From an optimization exercise on the open Yosys and OpenROAD flow, aimed at small area, a short achievable clock period and few clock cycles per item; shortcuts taken in it are not production practice.
RTL that was checked went through simulation tests only; none was proved equivalent to the original.
Power and IR drop assume default switching activity.

sierra:
==> flow/design.v (excerpt) <==
module  ATCONV(
	input		clk,
	input		reset,
	output 	    busy,
	input		ready,
	output reg	[11:0]	iaddr,
	input signed [12:0]	idata,
	output	reg 	cwr,
	output  reg	[11:0]	caddr_wr,
	output reg 	[12:0] 	cdata_wr,
	output	reg 	crd,       
	output  reg	[11:0] 	caddr_rd,
	input 	[12:0] 	cdata_rd,
	output reg 	csel
	);
clock: 10.0 ns
lec_check: 0
cap_margin: 20
core_margin: 2
core_utilization: 40
cts_cluster_diameter: 100
cts_cluster_size: 30
slew_margin: 20
standard.sh (not shown) runs the stock make flow with config.mk's settings and CLKGATE_MAP_FILE= SYNTH_SCRIPT=/design/flow/synth_recipe.tcl, a recipe that flattens the netlist after the stock synthesis.
==> flow/flow/run.sh <==
#!/bin/bash
set -euo pipefail
export BUFFER_PORTS_ARGS="-buffer_cell sky130_fd_sc_hd__buf_2"
export SETUP_SLACK_MARGIN=6.9
bash standard.sh > standard.log 2>&1
Input-level comparison between yarrow and sierra:
--- a/flow/design.v
+++ b/flow/design.v
@@ -8,31 +8,31 @@
 	input signed [12:0]	idata,
 	output	reg 	cwr,
 	output  reg	[11:0]	caddr_wr,
 	output reg 	[12:0] 	cdata_wr,
 	output	reg 	crd,       
 	output  reg	[11:0] 	caddr_rd,
 	input 	[12:0] 	cdata_rd,
 	output reg 	csel
 	);
 	localparam K = 4;           
 	localparam L = K + 2;       
-	function gt9;
-		input [8:0] a, b;
+	function gt13;
+		input [12:0] a, b;
 		reg g;
 		integer i;
 		begin
 			g = 1'b0;
-			for (i = 0; i < 9; i = i + 1)
+			for (i = 0; i < 13; i = i + 1)
 				g = (a[i] & ~b[i]) | (~(a[i] ^ b[i]) & g);
-			gt9 = g;
+			gt13 = g;
 		end
 	endfunction
 	function [9:0] dec10;
 		input [9:0] x;
 		reg c;
 		integer i;
 		begin
 			c = 1'b1;
 			for (i = 0; i < 10; i = i + 1) begin
 				dec10[i] = x[i] ^ c;
 				c = c & ~x[i];
@@ -103,30 +103,30 @@
 			wvp <= 4'b0000;
 			flp <= 3'b000;
 		end else begin
 			wvp <= {wvp[2:0], wv & run};
 			flp <= {flp[1:0], fl};
 		end
 	end
 	reg [17*L-1:0] Pring;
 	reg [16*L-1:0] Nring;
 	wire [15:0] sx2 = {{3{x2[12]}}, x2};
 	wire [15:0] spx = {{3{pix[12]}}, pix};
-	wire [15:0] v   = sx2 + spx + {x1[12], x1, 2'b00};                          
+	wire [15:0] v   = sx2 + spx + {x1[12], x1, 2'b00} + 16'd47;                 
 	reg  [15:0] Vr;
 	always @(posedge clk)
 		Vr <= v;
 	wire [15:0] Nh = Nring[15:0];
 	wire [15:0] Xo = flp[2] ? Nh : Vr;
 	wire [16:0] t2 = Pring[16:0] - {Xo[15], Xo};    
-	wire [16:0] Pn = {x2, 4'b0000} + {x2[12], x2, 3'b000} - {Vr, 1'b0} - {Nh[15], Nh} - 17'd188;
+	wire [16:0] Pn = {x2, 4'b0000} + {x2[12], x2, 3'b000} - {Vr, 1'b0} - {Nh[15], Nh};
 	reg  [12:0] t2r;
 	always @(posedge clk) begin
 		Pring <= {Pn, Pring[17*L-1:17]};
 		Nring <= {Vr, Nring[16*L-1:16]};
 		t2r   <= t2[16:4];
 	end
 	wire ok0 = ~t2r[12] & (|t2r[11:0]) & (t2r[11:0] < 12'hFF5);
 	wire [12:0] l0 = {1'b0, t2r[11:0] & {12{ok0}}};
 	reg [2:0] wg;
 	reg [1:0] wj;
 	reg       wrp, wpar;
@@ -145,48 +145,48 @@
 						if (wrp) wg <= wg + 3'd1;
 					end
 				end
 			end
 		end
 	end
 	wire [5:0] wrow = {wg, wj, wrp};
 	wire [5:0] wcol = {wk ^ {5{~wpar}}, wpar};
 	reg [12:0] pc;             
 	reg        pst, pwp, c0;
 	reg        rv, r0;
-	reg [8:0]  rdr, mx;
+	reg [12:0] rdr, mx;
 	reg        rd;             
 	reg        done;           
 	wire [12:0] pcn = pc + {12'd0, rd};
 	wire [2:0] st = tail ? 3'd2 : 3'd3;
 	wire [2:0] wc = tail ? 3'd4 : 3'd5;
 	reg  [3:0]  rg;            
 	reg         pen;
 	wire [2:0]  pg  = pc[11:9];
 	wire [4:0]  pj  = pc[8:4];
 	wire [3:0]  pg1 = {1'b0, pg} + 4'd1;
 	wire        lst = b[0] & cp;                       
 	wire        r_same = ({1'b0, pg} < rg) | (({1'b0, pg} == b[4:1]) & lst & ({1'b0, pj} + 6'd4 <= s));
 	wire        r_j1   = ({1'b0, pg} < rg) | (({1'b0, pg} == b[4:1]) & lst & ({1'b0, pj} + 6'd5 <= s));
 	wire        r_g1   = ~pg1[3] & ((pg1 < rg) | ((pg1 == b[4:1]) & lst & (s >= 6'd4)));
 	wire        pen_n  = ~pc[12] & ((~pst | (pc[3:2] != 2'b11)) ? r_same :
 	                                (pj != 5'd31) ? r_j1 : r_g1);
 	wire rd_next = run & ~done & ((ci == st) ? pen :
 	               ((ci == st + 3'd1) | (ci == 3'd0) | (ci == 3'd1)) ? pst : 1'b0);
 	wire [9:0]  l1a = dec10(pc[11:2]);
-	wire [8:0]  mxi = {1'b0, mx[8:1]} + {8'd0, mx[0]};
-	wire [12:0] l1 = {mxi, 4'b0000};
+	wire [8:0]  mxi = mx[12:4] + 9'd1;
+	wire [12:0] l1 = (mx[3:0] != 4'd0) ? {mxi, 4'b0000} : mx;
 	wire wr1  = (ci == wc) & pwp;
 	always @(posedge clk) begin
-		rdr <= {cdata_rd[11:4], |cdata_rd[3:0]};
-		if (rv) mx <= (r0 | gt9(rdr, mx)) ? rdr : mx;
+		rdr <= cdata_rd;
+		if (rv) mx <= (r0 | gt13(rdr, mx)) ? rdr : mx;
 		crd <= rd_next;
 		pen <= pen_n;
 		caddr_rd <= (run & ~done) ? {pcn[11:9], pcn[3:2], pcn[1], pcn[8:4], pcn[0]} : 12'd0;
 		cdata_wr <= wr1 ? l1 : l0;
 		caddr_wr <= wr1 ? {2'b00, l1a[9:7], l1a[1:0], l1a[6:2]} : {wrow, wcol};
 		if (!run) iaddr <= 12'd63;
 		else iaddr <= {rowc, col};
 	end
 	always @(posedge clk) begin
 		busy_r <= ~reset & (run ? ~done : ready);
 		cwr    <= ~reset & run & ~done & (wvp[3] | wr1);
## What came out
Growth of design area from synthesis to finish in yarrow vs sierra: down 2.0 points
Looking at power across both flows, yarrow is the stronger of the two, with sierra trailing.
Of yarrow and sierra, sierra shows the lower sum of net half-perimeters after detailed placement, with yarrow above it.
The total of fill cells in the finished design reported for yarrow is greater than that of sierra by 270.
Area: yarrow vs sierra -> yarrow larger
Compared with sierra, yarrow shows a lower global routing met3 resource utilization.
yarrow ended with less non-clock buffer count than sierra.
NOTE: final critical-path share of the clock period in yarrow falls short of that of sierra
For yarrow, the leading power group was sequential cells, unlike sierra, where it was combinational cells.
Worst hold slack after final layout in yarrow vs sierra: up 0.032 ns
Cmp yarrow and sierra / DRC marker count from the first detailed-route iteration / lower: sierra
Delta (yarrow minus sierra): combinational fraction of design power shrank by 4.3 points; path length in cells of the critical path down 13; time the worst path needs with I/O delays and setup decreased 0.33 ns.
Against sierra, yarrow comes in about 5.4% lower on internal power.
Testbench counts of yarrow, summed over its fixed seeds: cycles 216,096, images 32.
Function not checked in sierra: the RTL went through the layout flow alone.

## the reference run
ATCONV, a different RTL version from the one above (not shown whole).
For scale: ~410 flip-flops.
Settings: LEC_CHECK=0, CAP_MARGIN=20, CORE_MARGIN=2, CORE_UTILIZATION=40, CTS_CLUSTER_DIAMETER=100, CTS_CLUSTER_SIZE=30, SLEW_MARGIN=20; clock period 10.0 ns.
Scripts as last shown in full above: flow/flow/run.sh
Looking at the reports, the reference run completed the entire flow and the layout it produced met the timing, design-rule and antenna checks.
Input-level comparison between the trial run and the reference run:
diff --git a/flow/design.v b/flow/design.v
--- a/flow/design.v
+++ b/flow/design.v
@@ -7,18 +7,41 @@
 	output reg	[11:0]	iaddr,
 	input signed [12:0]	idata,
 	output	reg 	cwr,
 	output  reg	[11:0]	caddr_wr,
 	output reg 	[12:0] 	cdata_wr,
 	output	reg 	crd,       
-	output  	[11:0] 	caddr_rd,
+	output  reg	[11:0] 	caddr_rd,
 	input 	[12:0] 	cdata_rd,
 	output reg 	csel
 	);
 	localparam K = 4;           
 	localparam L = K + 2;       
+	function gt13;
+		input [12:0] a, b;
+		reg g;
+		integer i;
+		begin
+			g = 1'b0;
+			for (i = 0; i < 13; i = i + 1)
+				g = (a[i] & ~b[i]) | (~(a[i] ^ b[i]) & g);
+			gt13 = g;
+		end
+	endfunction
+	function [9:0] dec10;
+		input [9:0] x;
+		reg c;
+		integer i;
+		begin
+			c = 1'b1;
+			for (i = 0; i < 10; i = i + 1) begin
+				dec10[i] = x[i] ^ c;
+				c = c & ~x[i];
+			end
+		end
+	endfunction
 	function [12:0] inc13;
 		input [12:0] x;
 		input ci;
 		reg c;
 		integer i;
 		begin
@@ -135,13 +158,12 @@
 	reg        pst, pwp, c0;
 	reg        rv, r0;
 	reg [12:0] rdr, mx;
 	reg        rd;             
 	reg        done;           
 	wire [12:0] pcn = pc + {12'd0, rd};
-	assign caddr_rd = {pc[11:9], pc[3:2], pc[1], pc[8:4], pc[0]};
 	wire [2:0] st = tail ? 3'd2 : 3'd3;
 	wire [2:0] wc = tail ? 3'd4 : 3'd5;
 	reg  [3:0]  rg;            
 	reg         pen;
 	wire [2:0]  pg  = pc[11:9];
 	wire [4:0]  pj  = pc[8:4];
@@ -151,61 +173,61 @@
 	wire        r_j1   = ({1'b0, pg} < rg) | (({1'b0, pg} == b[4:1]) & lst & ({1'b0, pj} + 6'd5 <= s));
 	wire        r_g1   = ~pg1[3] & ((pg1 < rg) | ((pg1 == b[4:1]) & lst & (s >= 6'd4)));
 	wire        pen_n  = ~pc[12] & ((~pst | (pc[3:2] != 2'b11)) ? r_same :
 	                                (pj != 5'd31) ? r_j1 : r_g1);
 	wire rd_next = run & ~done & ((ci == st) ? pen :
 	               ((ci == st + 3'd1) | (ci == 3'd0) | (ci == 3'd1)) ? pst : 1'b0);
-	wire [9:0]  l1a = pc[11:2] - 10'd1;
+	wire [9:0]  l1a = dec10(pc[11:2]);
 	wire [8:0]  mxi = mx[12:4] + 9'd1;
 	wire [12:0] l1 = (mx[3:0] != 4'd0) ? {mxi, 4'b0000} : mx;
 	wire wr1  = (ci == wc) & pwp;
 	always @(posedge clk) begin
 		rdr <= cdata_rd;
-		if (rv) mx <= (r0 | (rdr > mx)) ? rdr : mx;
+		if (rv) mx <= (r0 | gt13(rdr, mx)) ? rdr : mx;
 		crd <= rd_next;
 		pen <= pen_n;
+		caddr_rd <= (run & ~done) ? {pcn[11:9], pcn[3:2], pcn[1], pcn[8:4], pcn[0]} : 12'd0;
 		cdata_wr <= wr1 ? l1 : l0;
 		caddr_wr <= wr1 ? {2'b00, l1a[9:7], l1a[1:0], l1a[6:2]} : {wrow, wcol};
 		if (!run) iaddr <= 12'd63;
 		else iaddr <= {rowc, col};
 	end
-	always @(posedge clk)
+	always @(posedge clk) begin
 		busy_r <= ~reset & (run ? ~done : ready);
+		cwr    <= ~reset & run & ~done & (wvp[3] | wr1);
+		csel   <= ~reset & run & ~done & wr1;
+	end
 	always @(posedge clk or posedge reset) begin
 		if (reset) begin
 			done <= 1'b0;
 			run <= 1'b0;
 			ci <= 3'd1; s <= 6'd0; cp <= 1'b0; b <= 5'd0;
 			pc <= 13'd0; pst <= 1'b0; pwp <= 1'b0; c0 <= 1'b0; rg <= 4'd0;
 			rv <= 1'b0; r0 <= 1'b0;
-			rd <= 1'b0; cwr <= 1'b0; csel <= 1'b0;
+			rd <= 1'b0;
 		end else begin
 			rv <= rd;
 			r0 <= c0;
 			rg <= ((s >= 6'd2) | cp | b[0]) ? b[4:1] : ((b[4:1] == 4'd0) ? 4'd0 : b[4:1] - 4'd1);
 			if (!run) begin
 				run <= ready;
-				cwr <= 1'b0;
 				rd <= 1'b0;
-				csel <= 1'b0;
 				c0 <= 1'b0;
 			end else if (done) begin
 				run <= 1'b0;
 				ci <= 3'd1; s <= 6'd0; cp <= 1'b0; b <= 5'd0;
 				pc <= 13'd0; pst <= 1'b0; pwp <= 1'b0; c0 <= 1'b0; done <= 1'b0;
-				rd <= 1'b0; cwr <= 1'b0; csel <= 1'b0;
+				rd <= 1'b0;
 			end else begin
 				ci <= n_ci; s <= n_s; cp <= n_cp; b <= n_b;
 				pc <= pcn;
 				rd <= rd_next;
 				c0 <= (ci == st) & pen;
 				if (ci == st) begin
 					pst <= pen;
 					pwp <= pst;
 				end
-				cwr  <= wvp[3] | wr1;
-				csel <= wr1;
 				done <= wr1 & (l1a == 10'h3FF);
 			end
 		end
 	end
 endmodule
Summary of the trial run over the reference run: highest achievable clock rate rose by 2.3%, sequential cell fraction of total power fell by 3.0 points, post-cts resize count fell by 12, layout-stage area growth over the synthesis result rose by 0.31 points. Per the comparison of the trial run with the reference run, cell count fell by 3.1%, wire length on met3 picked up an extra 14%. Per the comparison of the trial run with the reference run, cell area went down 2.0%; net switching power moved up.
Testbench counts of the trial run, summed over its fixed seeds: cycles 216,096, images 32.
For the reference run, only the layout was checked, not whether the RTL still works.

## the previous run
ATCONV, a different RTL version from the one above (not shown whole).
For scale: roughly 1200 cells after synthesis, ~82 I/O pins, about 15000 um^2 of cells after synthesis.
clock: 10.0 ns
lec_check: 0
cap_margin: 20
core_margin: 2
core_utilization: 40
cts_cluster_diameter: 100
cts_cluster_size: 30
slew_margin: 20
Scripts as last shown in full above: flow/flow/run.sh
Input changes introduced in the current run (baseline for comparison: the previous run):
--- a/flow/design.v
+++ b/flow/design.v
@@ -163,23 +163,23 @@
 	wire [8:0]  mxi = {1'b0, mx[8:1]} + {8'd0, mx[0]};
 	wire [12:0] l1 = {mxi, 4'b0000};
 	wire wr1  = (ci == wc) & pwp;
 	always @(posedge clk) begin
 		rdr <= {cdata_rd[11:4], |cdata_rd[3:0]};
 		if (rv) mx <= (r0 | gt9(rdr, mx)) ? rdr : mx;
 		crd <= rd_next;
 		pen <= pen_n;
 		pil0 <= il0;
 		cr_inc1 <= last_i & b[0] & cp & (s >= 6'd3) & (s <= 6'd31);
 		cr_inc3 <= last_i & ~b[0] & ~cp & (s == 6'd1) & (b != 5'd0);
-		caddr_rd <= {pcn[11:9], pcn[3:2], pcn[1], pcn[8:4], pcn[0]};    
+		caddr_rd <= (run & ~done) ? {pcn[11:9], pcn[3:2], pcn[1], pcn[8:4], pcn[0]} : 12'd0;
 		cdata_wr <= wr1 ? l1 : l0;
 		caddr_wr <= wr1 ? {2'b00, l1a[9:7], l1a[1:0], l1a[6:2]} : {wrow, wcol};
 		if (!run) iaddr <= 12'd63;
 		else iaddr <= {rowc, col};
 	end
 	always @(posedge clk) begin
 		busy_r <= ~reset & (run ? ~done : ready);
 		cwr    <= ~reset & run & ~done & (wvp[3] | wr1);
 		csel   <= ~reset & run & ~done & wr1;
 	end
 	always @(posedge clk or posedge reset) begin
The current run | stages: all done | timing, DRC, antenna: all pass
In the tables for the previous run and the current run, final critical path time including I/O delays and setup reads higher with the previous run.
Going from the previous run to the current run, the die area was shrunk.
From the previous run to the current run the numbers moved as follows: number of sequential storage elements neither gained nor lost much, wire length reported by the detailed router dropped about 8%, worst setup slack shows an increase of 40 ps.
Going from the previous run to the current run, complex-gate fraction of the synthesized area shrinks by 1.8 points.
The number of gates on the worst path with buffers counted in the current run sits 9 below the value recorded for the previous run.
Wire length of the first global-routing pass in the current run is 5.6% lower than in the previous run
Testbench counts of the current run, summed over its fixed seeds: cycles 215,776, images 32.
For the previous run, only the layout was checked, not whether the RTL still works.

## the baseline
The RTL this note starts from:
==> flow/design.v <==
`timescale 1ns/10ps
module  ATCONV(
	input		clk,
	input		reset,
	output 	    busy,
	input		ready,
	output reg	[11:0]	iaddr,
	input signed [12:0]	idata,
	output	reg 	cwr,
	output  reg	[11:0]	caddr_wr,
	output reg 	[12:0] 	cdata_wr,
	output	reg 	crd,       
	output  reg	[11:0] 	caddr_rd,
	input 	[12:0] 	cdata_rd,
	output reg 	csel
	);
	localparam K = 4;           
	localparam L = K + 2;       
	function [12:0] inc13;
		input [12:0] x;
		input ci;
		reg c;
		integer i;
		begin
			c = ci;
			for (i = 0; i < 13; i = i + 1) begin
				inc13[i] = x[i] ^ c;
				c = c & x[i];
			end
		end
	endfunction
	reg        run;
	reg        busy_r;    
	reg [2:0]  ci;
	reg [5:0]  s;
	reg        cp;
	reg [4:0]  b;
	assign busy = busy_r;
	wire tail   = b[4] & (s == 6'd2);
	wire last_i = tail ? (ci == 3'd4) : (ci == L-1);
	reg [2:0] n_ci;
	reg [5:0] n_s;
	reg       n_cp;
	reg [4:0] n_b;
	always @(*) begin
		n_ci = ci + 3'd1;
		n_s  = s;
		n_cp = cp;
		n_b  = b;
		if (last_i) begin
			n_ci = 3'd0;
			if (b[4]) begin
				if (s != 6'd2) n_s = s + 6'd1;
			end else if (s == 6'd32) begin
				n_s = cp ? 6'd0 : 6'd1;
				n_cp = ~cp;
				if (cp) n_b = b + 5'd1;
			end else
				n_s = s + 6'd1;
		end
	end
	wire [7:0] row  = {b[4:1], 3'b000} + {7'd0, b[0]} + {4'd0, ci, 1'b0} - 8'd2;
	wire [5:0] rowc = row[7] ? 6'd0 : (row[6] ? 6'd63 : row[5:0]);
	wire [5:0] sm1  = s - 6'd1;
	wire [5:0] s32  = 6'd32 - s;
	wire [5:0] col  = cp ? ((s == 6'd0) ? 6'd0 : {sm1[4:0], 1'b1})
	                     : ((s == 6'd0) ? 6'd63 : {s32[4:0], 1'b0});
	wire fl = (s == 6'd0) | (cp & (s == 6'd1));    
	wire wv = (ci >= 3'd2) & (((s >= 6'd2) & ~b[4]) | (fl & ((b != 5'd0) | cp)));
	reg [12:0] pix, x1, x2;
	always @(posedge clk) begin
		pix <= idata;
		x1  <= pix;
		x2  <= x1;
	end
	reg [3:0] wvp;           
	reg [2:0] flp;           
	always @(posedge clk or posedge reset) begin
		if (reset) begin
			wvp <= 4'b0000;
			flp <= 3'b000;
		end else begin
			wvp <= {wvp[2:0], wv & run};
			flp <= {flp[1:0], fl};
		end
	end
	reg [17*L-1:0] Pring;
	reg [16*L-1:0] Nring;
	wire [15:0] sx2 = {{3{x2[12]}}, x2};
	wire [15:0] spx = {{3{pix[12]}}, pix};
	wire [15:0] v   = sx2 + spx + {x1[12], x1, 2'b00};                          
	wire [16:0] cc  = {x1, 4'b0000} - {sx2[15], sx2, 1'b0} - {spx[15], spx, 1'b0};  
	reg  [15:0] Vr;
	reg  [16:0] Cr;
	always @(posedge clk) begin
		Vr <= v;
		Cr <= cc;
	end
	wire [15:0] Nh = Nring[15:0];
	wire [15:0] Xo = flp[2] ? Nh : Vr;
	wire [16:0] t2 = Pring[16:0] - {Xo[15], Xo};    
	wire [16:0] Pn = Cr - {Nh[15], Nh} - 17'd188;
	reg  [12:0] t2r;
	always @(posedge clk) begin
		Pring <= {Pn, Pring[17*L-1:17]};
		Nring <= {Vr, Nring[16*L-1:16]};
		t2r   <= t2[16:4];
	end
	wire ok0 = ~t2r[12] & (|t2r[11:0]) & (t2r[11:0] < 12'hFF5);
	wire [12:0] l0 = {1'b0, t2r[11:0] & {12{ok0}}};
	reg [2:0] wg;
	reg [1:0] wj;
	reg       wrp, wpar;
	reg [4:0] wk;
	always @(posedge clk or posedge reset) begin
		if (reset) begin
			wg <= 3'd0; wj <= 2'd0; wrp <= 1'b0; wpar <= 1'b0; wk <= 5'd0;
		end else if (wvp[3]) begin
			wj <= wj + 2'd1;
			if (wj == 2'b11) begin
				wk <= wk + 5'd1;
				if (wk == 5'd31) begin
					wpar <= ~wpar;
					if (wpar) begin
						wrp <= ~wrp;
						if (wrp) wg <= wg + 3'd1;
					end
				end
			end
		end
	end
	wire [5:0] wrow = {wg, wj, wrp};
	wire [5:0] wcol = {wk ^ {5{~wpar}}, wpar};
	reg [12:0] pc;             
	reg        pst, pwp, c0;
	reg        rv, r0;
	reg [12:0] rdr, mx;
	reg        rd;             
	reg        done;           
	wire [12:0] pcn = pc + {12'd0, rd};
	wire [2:0] st = tail ? 3'd2 : 3'd3;
	wire [2:0] wc = tail ? 3'd4 : 3'd5;
	reg  [3:0]  rg;            
	reg         pen;
	wire [2:0]  pg  = pc[11:9];
	wire [4:0]  pj  = pc[8:4];
	wire [3:0]  pg1 = {1'b0, pg} + 4'd1;
	wire        lst = b[0] & cp;                       
	wire        r_same = ({1'b0, pg} < rg) | (({1'b0, pg} == b[4:1]) & lst & ({1'b0, pj} + 6'd4 <= s));
	wire        r_j1   = ({1'b0, pg} < rg) | (({1'b0, pg} == b[4:1]) & lst & ({1'b0, pj} + 6'd5 <= s));
	wire        r_g1   = ~pg1[3] & ((pg1 < rg) | ((pg1 == b[4:1]) & lst & (s >= 6'd4)));
	wire        pen_n  = ~pc[12] & ((~pst | (pc[3:2] != 2'b11)) ? r_same :
	                                (pj != 5'd31) ? r_j1 : r_g1);
	wire rd_next = run & ~done & ((ci == st) ? pen :
	               ((ci == st + 3'd1) | (ci == 3'd0) | (ci == 3'd1)) ? pst : 1'b0);
	wire [9:0]  l1a = pc[11:2] - 10'd1;
	wire [8:0]  mxi = mx[12:4] + 9'd1;
	wire [12:0] l1 = (mx[3:0] != 4'd0) ? {mxi, 4'b0000} : mx;
	wire wr1  = (ci == wc) & pwp;
	always @(posedge clk) begin
		rdr <= cdata_rd;
		if (rv) mx <= (r0 | (rdr > mx)) ? rdr : mx;
		crd <= rd_next;
		pen <= pen_n;
		caddr_rd <= (run & ~done) ? {pcn[11:9], pcn[3:2], pcn[1], pcn[8:4], pcn[0]} : 12'd0;
		cdata_wr <= wr1 ? l1 : l0;
		caddr_wr <= wr1 ? {2'b00, l1a[9:7], l1a[1:0], l1a[6:2]} : {wrow, wcol};
		if (!run) iaddr <= 12'd63;
		else iaddr <= {rowc, col};
	end
	always @(posedge clk)
		busy_r <= ~reset & (run ? ~done : ready);
	always @(posedge clk or posedge reset) begin
		if (reset) begin
			done <= 1'b0;
			run <= 1'b0;
			ci <= 3'd1; s <= 6'd0; cp <= 1'b0; b <= 5'd0;
			pc <= 13'd0; pst <= 1'b0; pwp <= 1'b0; c0 <= 1'b0; rg <= 4'd0;
			rv <= 1'b0; r0 <= 1'b0;
			rd <= 1'b0; cwr <= 1'b0; csel <= 1'b0;
		end else begin
			rv <= rd;
			r0 <= c0;
			rg <= ((s >= 6'd2) | cp | b[0]) ? b[4:1] : ((b[4:1] == 4'd0) ? 4'd0 : b[4:1] - 4'd1);
			if (!run) begin
				run <= ready;
				cwr <= 1'b0;
				rd <= 1'b0;
				csel <= 1'b0;
				c0 <= 1'b0;
			end else if (done) begin
				run <= 1'b0;
				ci <= 3'd1; s <= 6'd0; cp <= 1'b0; b <= 5'd0;
				pc <= 13'd0; pst <= 1'b0; pwp <= 1'b0; c0 <= 1'b0; done <= 1'b0;
				rd <= 1'b0; cwr <= 1'b0; csel <= 1'b0;
			end else begin
				ci <= n_ci; s <= n_s; cp <= n_cp; b <= n_b;
				pc <= pcn;
				rd <= rd_next;
				c0 <= (ci == st) & pen;
				if (ci == st) begin
					pst <= pen;
					pwp <= pst;
				end
				cwr  <= wvp[3] | wr1;
				csel <= wr1;
				done <= wr1 & (l1a == 10'h3FF);
			end
		end
	end
endmodule
Settings: LEC_CHECK=0, CAP_MARGIN=20, CORE_MARGIN=2, CORE_UTILIZATION=40, CTS_CLUSTER_DIAMETER=100, CTS_CLUSTER_SIZE=30, SLEW_MARGIN=20; clock period 10.0 ns.
==> flow/flow/run.sh <==
#!/bin/bash
set -euo pipefail
export BUFFER_PORTS_ARGS="-buffer_cell sky130_fd_sc_hd__buf_2"
export SETUP_SLACK_MARGIN=6.5
bash standard.sh > standard.log 2>&1
Testbench counts of the baseline, summed over its fixed seeds: cycles 216,096, images 32.
The inputs of the candidate differ from those of the baseline as listed below.
diff --git a/flow/design.v b/flow/design.v
--- a/flow/design.v
+++ b/flow/design.v
@@ -105,35 +105,34 @@
 		Pring <= {Pn, Pring[17*L-1:17]};
 		Nring <= {Vr, Nring[16*L-1:16]};
 		t2r   <= t2[16:4];
 	end
 	wire ok0 = ~t2r[12] & (|t2r[11:0]) & (t2r[11:0] < 12'hFF5);
 	wire [12:0] l0 = {1'b0, t2r[11:0] & {12{ok0}}};
-	reg [2:0] wg;
-	reg [1:0] wj;
-	reg       wrp, wpar;
-	reg [4:0] wk;
+	reg [5:0] wrow, wcol;
 	always @(posedge clk or posedge reset) begin
 		if (reset) begin
-			wg <= 3'd0; wj <= 2'd0; wrp <= 1'b0; wpar <= 1'b0; wk <= 5'd0;
+			wrow <= 6'd0;
+			wcol <= 6'd62;
 		end else if (wvp[3]) begin
-			wj <= wj + 2'd1;
-			if (wj == 2'b11) begin
-				wk <= wk + 5'd1;
-				if (wk == 5'd31) begin
-					wpar <= ~wpar;
-					if (wpar) begin
-						wrp <= ~wrp;
-						if (wrp) wg <= wg + 3'd1;
-					end
-				end
+			if (wrow[2:1] != 2'b11)
+				wrow <= wrow + 6'd2;
+			else begin
+				wrow <= wrow - 6'd6;
+				if (wcol == 6'd63) begin
+					wcol <= 6'd62;
+					wrow <= wrow[0] ? wrow + 6'd1 : wrow - 6'd5;
+				end else if (wcol == 6'd0)
+					wcol <= 6'd1;
+				else if (wcol[0])
+					wcol <= wcol + 6'd2;
+				else
+					wcol <= wcol - 6'd2;
 			end
 		end
 	end
-	wire [5:0] wrow = {wg, wj, wrp};
-	wire [5:0] wcol = {wk ^ {5{~wpar}}, wpar};
 	reg [12:0] pc;             
 	reg        pst, pwp, c0;
 	reg        rv, r0;
 	reg [12:0] rdr, mx;
 	reg        rd;             
 	reg        done;           
- Relative to the baseline, arrival time of the worst setup path has decreased by 2580 ps in the candidate.
- Looking only at synthesized area, and setting everything else aside, the lower value of the candidate and the baseline goes to the baseline.
- Relative to the baseline, clock skew increased by 9.6 ps in the candidate.
- The candidate vs. the baseline: total number of cells along the worst setup path went down by 8; static leakage went up by about 0.5%; wire length of the first global-routing pass went up by 0.93%; post-synthesis xor/xnor area fraction went down by 0.31 points.
- Share of cells above drive strength 1 (higher): the baseline
- The candidate vs. the baseline: non-clock buffer count has decreased; overall power after layout has increased; clock buffer count has decreased.
- Between the candidate and the baseline, cell area after placement is higher for the candidate, the baseline comes in under that.
- The candidate vs the baseline — sequential-cell power consumption rose about 2%.
- Going from the baseline to the candidate, the via count was found to have gone up by 351.
Testbench counts of the candidate, summed over its fixed seeds: cycles 216,096, images 32.

## static timing again, ports no longer ideal
In the flow no input, the clock included, has a driving cell. The finished layouts below were timed again as built, in two steps. Step 1 sets driving cells, clkbuf_16 on the clock port and buf_2 on the other inputs (assumed; they add their load-dependent delay and slew). Step 2 also shifts input and output timing later by t, the mid clock arrival at the registers, as if the neighbouring blocks saw the same clock. a / b / c = ideal / step 1 / step 2; a / b = the first two.
| run | t (ns) | setup slack, ns | pins driven straight from the clock port |
|---|---|---|---|
| sierra | 0.562 | 6.670 / 6.670 / 6.670 | 1 |
| yarrow | 0.575 | 6.997 / 6.943 / 6.877 | 1 |
| the reference run | 0.570 | 6.898 / 6.845 / 6.908 | 1 |
| the trial run | 0.583 | 6.968 / 6.916 / 6.893 | 1 |
| the previous run | 0.568 | 6.946 / 6.929 / 6.845 | 1 |
| the current run | 0.564 | 6.985 / 6.935 / 6.841 | 1 |
| the baseline | 0.574 | 6.769 / 6.769 / 6.769 | 1 |
| the candidate | 0.576 | 6.908 / 6.857 / 6.885 | 1 |
After both steps setup and hold are still met in every run listed. For the current run, which loses most, drivers alone change the setup slack by -0.050 ns; drivers and shift together by -0.144 ns.
